Background: an optimization exercise with open tools, aiming at small area. Do not read the settings as production practice. Where RTL was checked, it was by simulation tests only, not by an equivalence proof against the original. No functional check of the RTL was part of run 1. Power is estimated from default activity; no workload was simulated.

==> design.v <==
module debounce(
    input  clk,
    input  rst,
    input  key,
    output rise
);
    reg [3:0] cnt;
    reg flag;
    always @(posedge clk) begin
        if (rst) begin
            cnt  <= 4'd0;
            flag <= 1'b0;
        end else if (key) begin
            if (&cnt) begin
                if (!flag) cnt <= 4'd0;
                flag <= 1'b1;
            end else begin
                cnt <= cnt + 4'd1;
            end
        end else begin
            flag <= 1'b0;
        end
    end
    assign rise = flag & (cnt == 4'd0);
endmodule
module water_detection(
    input wire clk,
    input wire rst,
    input btn7,
    input btn0,
    input [3:0] row_in,
    output [3:0] col,
    output [6:0] segment7,
    output [7:0] row,
    output [7:0] green_led,
    output [7:0] red_led,
    output [7:0] select,
    output beep,
    output dp
);
    reg [2:0] k;
    reg [1:0] m3;
    reg [2:0] r5;
    reg [4:0] q25;
    reg [2:0] j;
    wire r5_wrap = (r5 == 3'd4);
    wire q_wrap  = (q25 == 5'd24);
    always @(posedge clk) begin
        if (rst) begin
            k   <= 3'd0;
            m3  <= 2'd0;
            r5  <= 3'd0;
            q25 <= 5'd0;
            j   <= 3'd0;
        end else begin
            k  <= k + 3'd1;
            m3 <= (m3 == 2'd2) ? 2'd0 : m3 + 2'd1;
            r5 <= r5_wrap ? 3'd0 : r5 + 3'd1;
            if (r5_wrap) begin
                q25 <= q_wrap ? 5'd0 : q25 + 5'd1;
                if (q_wrap) j <= j + 3'd1;
            end
        end
    end
    wire [1:0] km1 = k[1:0] - 2'd1;
    wire [2:0] m   = k - 3'd1;           
    assign col = ~(4'b0001 << k[1:0]);
    wire [3:0] sel_n = ~(4'b0001 << km1);
    assign select = {sel_n[3], 4'b1111, sel_n[2:0]};
    assign row = ~(8'b0000_0001 << m);
    reg [3:0] ku;                        
    reg [2:0] rdec;
    always @(*) begin
        case (row_in)
            4'b1110: rdec = 3'b100;
            4'b1101: rdec = 3'b101;
            4'b1011: rdec = 3'b110;
            4'b0111: rdec = 3'b111;
            default: rdec = 3'b011;
        endcase
    end
    always @(posedge clk) begin
        if (rst)
            ku <= 4'hf;
        else
            ku <= rdec[2] ? {rdec[1:0], k[1:0]} : 4'hf;
    end
    reg [3:0] kv;
    always @(*) begin
        case (ku)
            4'b0000: kv = 4'd0;
            4'b1100: kv = 4'd1;
            4'b1101: kv = 4'd2;
            4'b1110: kv = 4'd3;
            4'b1000: kv = 4'd4;
            4'b1001: kv = 4'd5;
            4'b1010: kv = 4'd6;
            4'b0100: kv = 4'd7;
            4'b0101: kv = 4'd8;
            4'b0110: kv = 4'd9;
            4'b0001: kv = 4'd10;
            4'b0010: kv = 4'd11;
            default: kv = 4'd15;
        endcase
    end
    reg [3:0] kpre;
    reg [5:0] kcnt;
    reg [3:0] val;                       
    always @(posedge clk) begin
        if (rst) begin
            kcnt <= 6'd0;
            kpre <= 4'hf;
            val  <= 4'hf;
        end else if (ku != 4'hf) begin
            if (kpre == ku) begin
                if (kcnt == 6'd60) begin
                    val  <= kv;
                    kcnt <= 6'd0;
                end else begin
                    kcnt <= kcnt + 6'd1;
                end
            end else begin
                kcnt <= 6'd0;
                kpre <= ku;
            end
        end else begin
            val <= 4'hf;
        end
    end
    reg [11:0] number;
    always @(posedge clk) begin
        if (rst)
            number <= 12'hfff;
        else if (val != 4'hf)
            number <= (val == 4'hb) ? 12'hfff : {number[7:0], val};
    end
    wire b0_rise, b7_rise;
    debounce dbs0 (.clk(clk), .rst(rst), .key(btn0), .rise(b0_rise));
    debounce dbs7 (.clk(clk), .rst(rst), .key(btn7), .rise(b7_rise));
    reg mode;
    reg [1:0] anim;
    always @(posedge clk) begin
        if (rst) begin
            mode <= 1'b0;
            anim <= 2'd0;
        end else begin
            if (b0_rise) mode <= ~mode;
            if (b7_rise) anim <= (anim == 2'd2) ? 2'd0 : anim + 2'd1;
        end
    end
    wire [3:0] la = number[11:8];
    wire [3:0] lb = number[7:4];
    wire high = la[3] | la[2] | la[1] | (la[0] & (lb[3] | lb[2])) | (lb[3] & lb[2]);
    wire [2:0] state;
    assign state[2] = high | (la[0] & lb[1]);
    assign state[1] = high | (la[0] ? ~lb[1] : lb[3]);
    assign state[0] = high ? mode : (la[0] ? (~lb[1] | lb[0]) : (lb[1] & (lb[3] | lb[2])));
    reg [3:0] digit;
    always @(*) begin
        case (k[1:0])
            2'd0: digit = (state == 3'd7 && anim != 2'd3) ? {2'b00, anim} + 4'd1 : 4'hf;
            2'd1: digit = number[3:0];
            2'd2: digit = number[7:4];
            default: digit = number[11:8];
        endcase
    end
    assign dp = (k[1:0] == 2'd2);
    reg [6:0] seg;
    always @(*) begin
        case (digit)
            4'd0: seg = 7'b1111110;
            4'd1: seg = 7'b0110000;
            4'd2: seg = 7'b1101101;
            4'd3: seg = 7'b1111001;
            4'd4: seg = 7'b0110011;
            4'd5: seg = 7'b1011011;
            4'd6: seg = 7'b1011111;
            4'd7: seg = 7'b1110000;
            4'd8: seg = 7'b1111111;
            4'd9: seg = 7'b1111011;
            default: seg = 7'b0000001;
        endcase
    end
    assign segment7 = seg;
    reg frame;
    always @(*) begin
        if (state[0]) begin
            case (anim)
                2'd0: frame = j[2];
                2'd1: frame = j[1];
                default: frame = j[0];
            endcase
        end else begin
            frame = j[1];
        end
    end
    reg [3:0] p1, p2;
    always @(posedge clk) begin
        if (rst) begin
            p1 <= 4'b1100;               
            p2 <= 4'b1100;
        end else begin
            p1 <= {state, frame};
            p2 <= p1;
        end
    end
    wire [2:0] ps = p2[3:1];
    wire pf = p2[0];
    reg [7:0] rbyte, gbyte;
    always @(*) begin
        gbyte = 8'h00;
        rbyte = 8'h00;
        case (ps)
            3'd0: gbyte = {8{m >= 3'd6}};
            3'd1: begin gbyte = {8{m >= 3'd5}}; rbyte = gbyte; end
            3'd2: begin gbyte = {8{m >= 3'd4}}; rbyte = gbyte; end
            3'd3: begin gbyte = {8{m >= 3'd3}}; rbyte = gbyte; end
            3'd4: rbyte = {8{m >= 3'd2}};
            3'd5: rbyte = {8{m >= 3'd1}};
            3'd6: rbyte = {8{pf}};
            default: begin
                if (!pf) begin
                    case (m)
                        3'd0: rbyte = 8'h3f;
                        3'd1: rbyte = 8'h1e;
                        3'd2: rbyte = 8'hbf;
                        3'd3: rbyte = 8'he4;
                        3'd4: rbyte = 8'he4;
                        3'd5: rbyte = 8'hff;
                        3'd6: rbyte = 8'he4;
                        default: rbyte = 8'ha4;
                    endcase
                end else begin
                    case (m)
                        3'd0: rbyte = 8'h3f;
                        3'd1: rbyte = 8'h1e;
                        3'd2: rbyte = 8'hbf;
                        3'd3: rbyte = 8'hf1;
                        3'd4: rbyte = 8'hea;
                        3'd5: rbyte = 8'he4;
                        3'd6: rbyte = 8'hea;
                        default: rbyte = 8'hb1;
                    endcase
                end
            end
        endcase
    end
    assign red_led = rbyte;
    assign green_led = gbyte;
    reg f3, f6;                          
    always @(*) begin
        case ({m3, k[1:0]})
            4'b00_00: {f6, f3} = 2'b00;    
            4'b01_01: {f6, f3} = 2'b00;    
            4'b10_10: {f6, f3} = 2'b00;    
            4'b00_11: {f6, f3} = 2'b01;    
            4'b01_00: {f6, f3} = 2'b01;    
            4'b10_01: {f6, f3} = 2'b01;    
            4'b00_10: {f6, f3} = 2'b10;    
            4'b01_11: {f6, f3} = 2'b10;    
            4'b10_00: {f6, f3} = 2'b10;    
            4'b00_01: {f6, f3} = 2'b11;    
            4'b01_10: {f6, f3} = 2'b11;    
            default:  {f6, f3} = 2'b11;    
        endcase
    end
    wire f5 = r5[0] ^ k[0];              
    reg bp;
    always @(*) begin
        case (state)
            3'd0: bp = 1'b0;
            3'd1: bp = f6;
            3'd2: bp = f5;
            3'd3: bp = k[2];
            3'd4: bp = f3;
            3'd5: bp = k[1];
            default: bp = k[0];
        endcase
    end
    assign beep = bp;
endmodule
==> flow/run.sh <==
#!/bin/bash
# Standard ORFS layout, with the port buffers made of the smallest buffer
# cell instead of the one buffer_ports picks by default.
cp standard.sh standard_copy.log
export BUFFER_PORTS_ARGS="-buffer_cell sky130_fd_sc_hd__buf_1"
bash standard.sh > standard.log 2>&1
==> standard.sh <==
#!/bin/bash
# synth_recipe.tcl (not shown) runs the flow's synth.tcl, then flattens the netlist and writes it again
# the make line also repeats each setting of config.mk as NAME=value (left out here)
make -C /OpenROAD-flow-scripts/flow DESIGN_CONFIG=/design/flow/config.mk WORK_HOME=/design/flow/orfs CLKGATE_MAP_FILE= SYNTH_SCRIPT=/design/flow/synth_recipe.tcl "${@:-finish}"
==> config.mk <==
export PLATFORM = sky130hd
export DESIGN_NAME = water_detection
export DESIGN_NICKNAME = water_detection
export VERILOG_FILES = /design/flow/design.v
export SDC_FILE = /design/flow/constraint.sdc
export NUM_CORES = 4
export LEC_CHECK = 0
export CAP_MARGIN = 20
export CORE_MARGIN = 2
export CORE_UTILIZATION = 40
export SLEW_MARGIN = 20
==> constraint.sdc <==
create_clock -name core_clock -period 10.0 [get_ports {clk}]
set_input_delay 2.0000 -clock core_clock [delete_from_list [all_inputs] [get_ports {clk}]]
set_output_delay 2.0000 -clock core_clock [all_outputs]
set_load 0.01 [all_outputs]
==> results of run 1 <==
-- worst max-delay path by stage --
| stage | end | slack, ns | cells past startpoint |
|---|---|---|---|
| after floorplan | red_led[3] | 5.47 | 9 |
| after global placement | segment7[3] | 5.37 | 9 |
| after detailed placement | red_led[3] | 5.27 | 7 |
| after CTS | red_led[3] | 4.90 | 7 |
| after global routing | red_led[3] | 4.57 | 7 |
| final | red_led[3] | 4.91 | 7 |
-- sequential cells by signal (all words and copies together), names as in the netlist, 2 cells and up --
register,count
dbs7.cnt,4
number,12
p1,4
dbs0.cnt,4
ku,4
q25,5
val,4
p2,4
kcnt,6
m3,2
anim,2
j,3
r5,3
k,3
kpre,4
-- power groups by stage --
stage | registers, W | clock network (W) | logic (W)
after global routing | 0.000286 | 0.000242 | 0.000126
final | 0.000285 | 0.000223 | 0.000112
after global placement | 0.000291 | 0 | 0.000111
after CTS | 0.000285 | 0.000230 | 0.000113
after detailed placement | 0.000291 | 0 | 0.000112
after floorplan | 0.000287 | 0 | 0.0000895
-- cell families (layout without fill, tap and decap cells) --
family,after synthesis,after routing,synth area share [%]
buf+inv,71,104,8.17
fa+ha+maj,34,34,10.6
mux,10,10,2.50
compound gates,99,99,16.2
simple gates,178,178,23.2
xor+xnor,26,26,5.70
other cells,1,4,0.0938
flops,67,67,33.6
-- layout by cell type (no fill, tap or decap), types with 4 or more instances in the layout --
master and count:
nand2_1 38, mux2i_1 10, inv_1 39, nand4_1 5, and3_1 5, a21o_1 4
o21ai_0 32, clkbuf_8 10, nor3b_1 6, a21oi_1 24, nor2b_1 8, conb_1 4
nand2b_1 17, xnor2_1 10, or3_1 4, ha_1 33, nand3b_1 10, nand3_1 10
buf_1 47, nor2_1 44, a22oi_1 4, or2_2 5, dfxtp_1 67, xor2_1 16
nor3_1 11
-- worst max-delay path, delay by kind of cell (launching register included) --
kind,cells,cell delay (ns)
buffers and inverters,2,0.42
flip-flops,1,0.62
AO/OA/AOI/OAI,2,0.38
multiplexers,1,0.34
XOR/XNOR,1,0.65
adder cells (fa/ha/maj),1,0.34
-- final cells by class --
cell class              instances  area (um2)
clock buffers                  12         145
clock inverters                 4        50.0
fillers                       992        5350
inverters                      39         146
multi-input cells             351        2340
flip-flops and latches         67        1340
well taps                     133         166
repair buffers                 49         189
-- per-stage QoR --
step	area [um2]	utilization, %	cells	worst slack (ns)	total power (W)
6_report	4380	45.0	655	4.91	0.000620
5_1_grt	4380	45.0	655	4.57	0.000654
4_1_cts	4380	45.0	655	4.90	0.000628
3_5_place_dp	4180	43.0	639	5.27	0.000403
3_3_place_gp	4180	43.0	639	5.37	0.000402
2_1_floorplan	4010	-	489	5.47	0.000376
-- routing by layer --
| layer | vias up | GRT usage (%) |
|---|---|---|
| li1 | 1695 | - |
| met1 | 1526 | 18.9 |
| met2 | 66 | 26.1 |
| met3 | 10 | 3.26 |
| met4 | 0 | 4.34 |
| met5 | - | 0 |
==> summary.txt, run 1 <==
- Met3 wire length: 307 um
- # nets final: 558
- Worst Path Required: 8.00 ns
- Routed length per instance: 12.1 um
- Critical path type: reg2out
- Vias in the first global route: 3,121
- Setup violators final: 0
- Die height: 104 um
- Biggest area consumer among synthesized cells: dfxtp_1
- Worst-case clock buffer depth: 2
- Setup TNS: 0 ns
- Hold_sp: p1[2]
- Depth of the worst hold-timing path: 1
- Crit share post-route: 50.9%
- Metal-1 WL: 3.84 mm
- WL met2: 3.67 mm
- Register bit total from synthesis: 67
- Comb pwr share: 18.0%
- Die extent in x: 104 um
- Hold slack: 0.416 ns
- Layout cells sized above 1: 6.32%
- First-pass GRT wire length: 14.0 mm
- CTS clk-pin slew, worst paths: 0.08 ns
- Maximum VDD drop: 0.0855 mV
- Sequential area share after synthesis: 33.6%
- Hpwl dp: 5.78 mm
- Largest net degree at the start of global routing: 57
- Hold-fix buffers, CTS: 0
- Core Area: 9730 um2
- Crit-path most repeated cell: o21ai_0
- Sink Count: 67
- Most frequent cell after synthesis: dfxtp_1
- IO Count: 53
- Mapped Area: 4000 um2
- Diode count: 0
- Pre-antenna DRT Iters: 4
- Hold Crit Class: reg2reg
- FP Rows: 36
- GPL Wtd Cong: 0.843
- Starting Density: 41.1%
- Yosys cell types: 58
- Clock root buffer: clkbuf_8
- Post-Synthesis Cells: 486
- R2R Setup Slk: 7.85 ns
- Initial antenna violation count: 0
- Primary FF master, synth: dfxtp_1
- Reg2Reg Launch Point: ku[3]
- Number of enable flip-flop cells after synthesis: 0
- Hold Vio Cnt, Final: 0
- Area grow syn2layout: 9.55%
- Async set-reset flop share out of synthesis: 0%
- Synth warnings: 2
- CP endpoint kind: primary output
- CP peak stage delay: 0.65 ns
- Crit start category: flop
- Max Cap Violations: 0
- CTS Buf Count: 9
- Share of power burned in registers: 45.9%
- Routed wire length: 7.92 mm
- Crit path cell chain: inv_1 -> ha_1 -> xnor2_1 -> o21ai_0 -> mux2i_1 -> o21ai_0 -> buf_1
- Total GRT Usage: 15.1%
- H-tree depth: 3
- Slew HR: 47.8%
- Leak: 1.73 nW
- Iteration-0 DRC Markers: 166
- R2R depth: 5
- Worst path arrival time: 3.09 ns
- Hold endpoint: p2[2]
- DR DRC count: 0
- Switching pwr: 0.000178 W
- Area of the die: 10,800 um2
- RSZ-0062 raised after global routing: false
- Critical-path maximum fanout: 14
- Mean Syn Cell Area: 8.22 um2
- Internal power: 0.000441 W
- CTS tree: yes
- Gr ovfl total: 0
- Worst setup startpoint: k[0]
- Setup bufs post-CTS: 0
- Synth cell count leaders: dfxtp_1 (67), nor2_1 (44), inv_1 (39)
- Slew Limit Fails: 0
- DR top layer: met4
- Final min period: 5.09 ns
- Top cell type's share of synthesized area: 33.6%
- P per Cell Area: 142 nW/um2
- IO buf count: 48
- CTS resizes: 0
- Status: timing/DRC/antenna clean
- Vias per cell: 5.03
- Final Skew: 0.00824 ns
- Synth top area cells: dfxtp_1 (34%), ha_1 (10%), nor2_1 (4.1%), o21ai_0 (4.0%), inv_1 (3.7%)
- Critical path's slowest cell: xnor2_1
- Via count: 3,297
- Sw Ratio: 28.8%
- Worst skew pair latency: 0.33 ns
- Part of the power in the clock network: 36.0%
- Least-Margin Pin Slew: 0.777 ns
- Antenna-violating nets left: 0
- Maximum achievable frequency: 196 MHz
- Worst flop-to-flop path endpoint: val[1]
==> run 2, diff against run 1 <==
--- a/design.v
+++ b/design.v
@@ -148,13 +148,18 @@
             if (b7_rise) anim <= (anim == 2'd2) ? 2'd0 : anim + 2'd1;
         end
     end
-    wire [3:0] la = number[11:8];
-    wire [3:0] lb = number[7:4];
-    wire high = la[3] | la[2] | la[1] | (la[0] & (lb[3] | lb[2])) | (lb[3] & lb[2]);
-    wire [2:0] state;
-    assign state[2] = high | (la[0] & lb[1]);
-    assign state[1] = high | (la[0] ? ~lb[1] : lb[3]);
-    assign state[0] = high ? mode : (la[0] ? (~lb[1] | lb[0]) : (lb[1] & (lb[3] | lb[2])));
+    wire [6:0] level = number[11:8] * 7'd10 + number[7:4];
+    reg [2:0] state;
+    always @(*) begin
+        if (mode && level >= 14)      state = 3'd7;
+        else if (level < 6)           state = 3'd0;
+        else if (level < 8)           state = 3'd1;
+        else if (level < 10)          state = 3'd2;
+        else if (level < 12)          state = 3'd3;
+        else if (level < 13)          state = 3'd4;
+        else if (level < 14)          state = 3'd5;
+        else                          state = 3'd6;
+    end
     reg [3:0] digit;
     always @(*) begin
         case (k[1:0])
==> run.sh (new file) <==
#!/bin/bash
# synth_recipe.tcl (not shown) runs the flow's synth.tcl, then flattens the netlist and writes it again
# the make line also repeats each setting of config.mk as NAME=value (left out here)
make -C /OpenROAD-flow-scripts/flow DESIGN_CONFIG=/design/flow/config.mk WORK_HOME=/design/flow/orfs CLKGATE_MAP_FILE= SYNTH_SCRIPT=/design/flow/synth_recipe.tcl finish
removed: flow/run.sh
removed: standard.sh
==> summary.txt, run 2 <==
- Leak: 1.92 nW
- Crit share post-route: 60.2%
- Sink Count: 67
- Sequential area share after synthesis: 31.9%
- Final Skew: 0.00902 ns
- Most frequent cell after synthesis: dfxtp_1
- IO Count: 53
- Area grow syn2layout: 17.0%
- Pre-antenna DRT Iters: 6
- FP Rows: 37
- Initial antenna violation count: 0
- RSZ-0062 raised after global routing: false
- Vias per cell: 5.05
- Antenna-violating nets left: 0
- Clock root buffer: clkbuf_8
- P per Cell Area: 138 nW/um2
- H-tree depth: 3
- Slew HR: 52.6%
- Yosys cell types: 62
- Slew Limit Fails: 0
- Xor/xnor share of the synthesized area: 6.04%
- Maximum achievable frequency: 166 MHz
- R2R Setup Slk: 7.33 ns
- Biggest area consumer among synthesized cells: dfxtp_1
- Die height: 107 um
- Iteration-0 DRC Markers: 112
- Most flop-heavy register: number
- Worst path arrival time: 4.02 ns
- Mean Syn Cell Area: 8.36 um2
- CTS Buf Count: 9
- Total GRT Usage: 15.9%
- CTS tree: yes
- Via count: 3,412
- Worst Path Required: 8.00 ns
- Adder-cell share of the synthesized area: 12.8%
- Hold Vio Cnt, Final: 0
- Worst skew pair latency: 0.34 ns
- Primary FF master, synth: dfxtp_1
- Max Cap Violations: 0
- Hold_sp: p1[3]
- Critical-path maximum fanout: 6
- Synth warnings: 2
- Setup TNS: 0 ns
- # nets final: 584
- Routed wire length: 8.54 mm
- Top cell type's share of synthesized area: 31.9%
- Maximum VDD drop: 0.0691 mV
- Synth top area cells: dfxtp_1 (32%), ha_1 (12%), o21ai_0 (4.3%), nand2_1 (4.0%), xor2_1 (3.7%)
- Async set-reset flop share out of synthesis: 0%
- Most common cell after layout, fill and taps aside: dfxtp_1
- Number of enable flip-flop cells after synthesis: 0
- Hold-fix buffers, CTS: 0
- First-pass GRT wire length: 14.6 mm
- Setup violators final: 0
- Flip-flop count of the largest register after layout: 12
- Final min period: 6.02 ns
- Gr ovfl total: 0
- Largest net degree at the start of global routing: 57
- Depth of the worst hold-timing path: 1
- Routed length per instance: 12.7 um
- Hold slack: 0.408 ns
- CP endpoint kind: primary output
- Most frequent cells in the layout: dfxtp_1 (67), clkdlybuf4s50_1 (48), nand2_1 (45)
- Setup bufs post-CTS: 0
- Critical path type: reg2out
- Synth cell count leaders: dfxtp_1 (67), nand2_1 (45), nor2_1 (41)
- GPL Wtd Cong: 0.926
- Worst-case clock buffer depth: 2
- Crit start category: flop
- CTS clk-pin slew, worst paths: 0.07 ns
- Synth Area in Simple Gates: 20.8%
- Layout cells sized above 1: 6.86%
- Largest registers: number: 12 flops, kcnt: 6 flops, q25: 5 flops
- IO buf count: 48
- Hold Crit Class: reg2reg
- DR DRC count: 0
- Status: timing/DRC/antenna clean
- Area of the die: 11,400 um2
- Post-Synthesis Cells: 503
- Largest family of logic cells by synthesized area: simple AND/OR/NAND/NOR gates
- Mapped Area: 4210 um2
- Die extent in x: 107 um
- Fillers: 996
- Worst flop-to-flop path endpoint: p1[0]
- Vias in the first global route: 3,217
- Starting Density: 40.9%
- Least-Margin Pin Slew: 0.706 ns
- Diode count: 0
- Register bit total from synthesis: 67
- Core Area: 10,300 um2
- Hold endpoint: p2[3]
- Worst setup startpoint: number[9]
- Post-synthesis mux area share: 3.78%
- Synth Area in Compound Gates: 17.0%
- Hpwl dp: 6.22 mm
- Reg2Reg Launch Point: number[9]
- CTS resizes: 0
- R2R depth: 10
-- run 2: critical path: stages, from the launching register on --
cell	delay [ns]
dfxtp_1	0.43
ha_1	0.27
ha_1	0.21
fa_1	0.38
xnor2_1	0.26
nand2b_1	0.15
a21oi_4	0.18
o22ai_2	0.17
a31oi_2	0.35
inv_1	0.12
ha_1	0.20
mux2_4	0.26
o22ai_1	0.14
clkdlybuf4s50_1	0.56
-- run 2: metal layers --
layer / vias up / share of wire (%) / track usage [%]
li1: 1777 / - / -
met5: - / 0 / 0
met4: 0 / 2.4 / 7.51
met2: 67 / 45 / 26.0
met3: 18 / 3.3 / 3.25
met1: 1550 / 49 / 20.0
-- run 2: logic make-up after synthesis --
family / after synthesis
multiplexers: 15
AND/OR/NAND/NOR: 170
XOR/XNOR: 29
flip-flops: 67
AO/OA/AOI/OAI: 111
buffers and inverters: 68
other: 1
adder cells (fa/ha/maj): 42
-- run 2: per-stage QoR --
stage                     util [%]  worst slack (ns)  std cells  cell area [um2]  power, W
after floorplan                  -              5.07        506             4220  0.000384
after global placement        45.7              4.52        659             4690  0.000426
after detailed placement      45.7              4.37        659             4690  0.000428
after CTS                     47.9              3.96        675             4920  0.000689
after global routing          47.9              3.75        675             4920  0.000717
final                         47.9              3.98        675             4920  0.000678
-- run 2: cell type report --
class | instances | area (um2) | share of cell area (%)
multi-input cells | 371 | 2560 | 52.0
well taps | 136 | 170 | 3.46
clock inverters | 4 | 72.6 | 1.48
inverters | 36 | 135 | 2.75
repair buffers | 49 | 488 | 9.92
clock buffers | 12 | 155 | 3.15
flip-flops and latches | 67 | 1340 | 27.3
-- run 2: worst max-delay path by stage --
stage / slack [ns] / endpoint / depth (start not counted)
3_3_place_gp: 4.52 / segment7[6] / 13
5_1_grt: 3.75 / segment7[6] / 13
2_1_floorplan: 5.07 / segment7[3] / 12
6_report: 3.98 / segment7[6] / 13
3_5_place_dp: 4.37 / segment7[6] / 13
4_1_cts: 3.96 / segment7[6] / 13
-- run 2: where the power goes --
| group | leakage (nW) | internal [W] | switching (W) |
|---|---|---|---|
| registers | 0.544 | 0.000275 | 0.0000107 |
| logic | 1.27 | 0.0000646 | 0.0000727 |
| clock network | 0.113 | 0.000154 | 0.000102 |
| total | 1.92 | 0.000493 | 0.000185 |

afterwards: timing with drivers on the ports:
Ports are ideal in the flow. The routed layouts listed here were re-timed in OpenROAD. Step 1: set_driving_cell puts a clkbuf_16 on clk and a buf_2 on each other input, an assumption about the parent block. Step 2, shift: input delay + t, output delay - t, t = (earliest + latest rising clock arrival at the registers) / 2. This alone moves slack from input paths to output paths. Slacks: ideal ports / drivers / drivers and shift; pairs: ideal ports / drivers.
| run | t (ns) | setup WS [ns] | hold slack, ns | latest minus earliest clock arrival (ns) |
|---|---|---|---|---|
| run 1 | 0.355 | 4.910 / 4.881 / 5.236 | 0.416 / 0.416 / 0.416 | 0.009 / 0.008 |
| run 2 | 0.367 | 3.982 / 3.952 / 4.320 | 0.408 / 0.408 / 0.408 | 0.010 / 0.009 |
After both steps setup and hold are still met in every run listed.
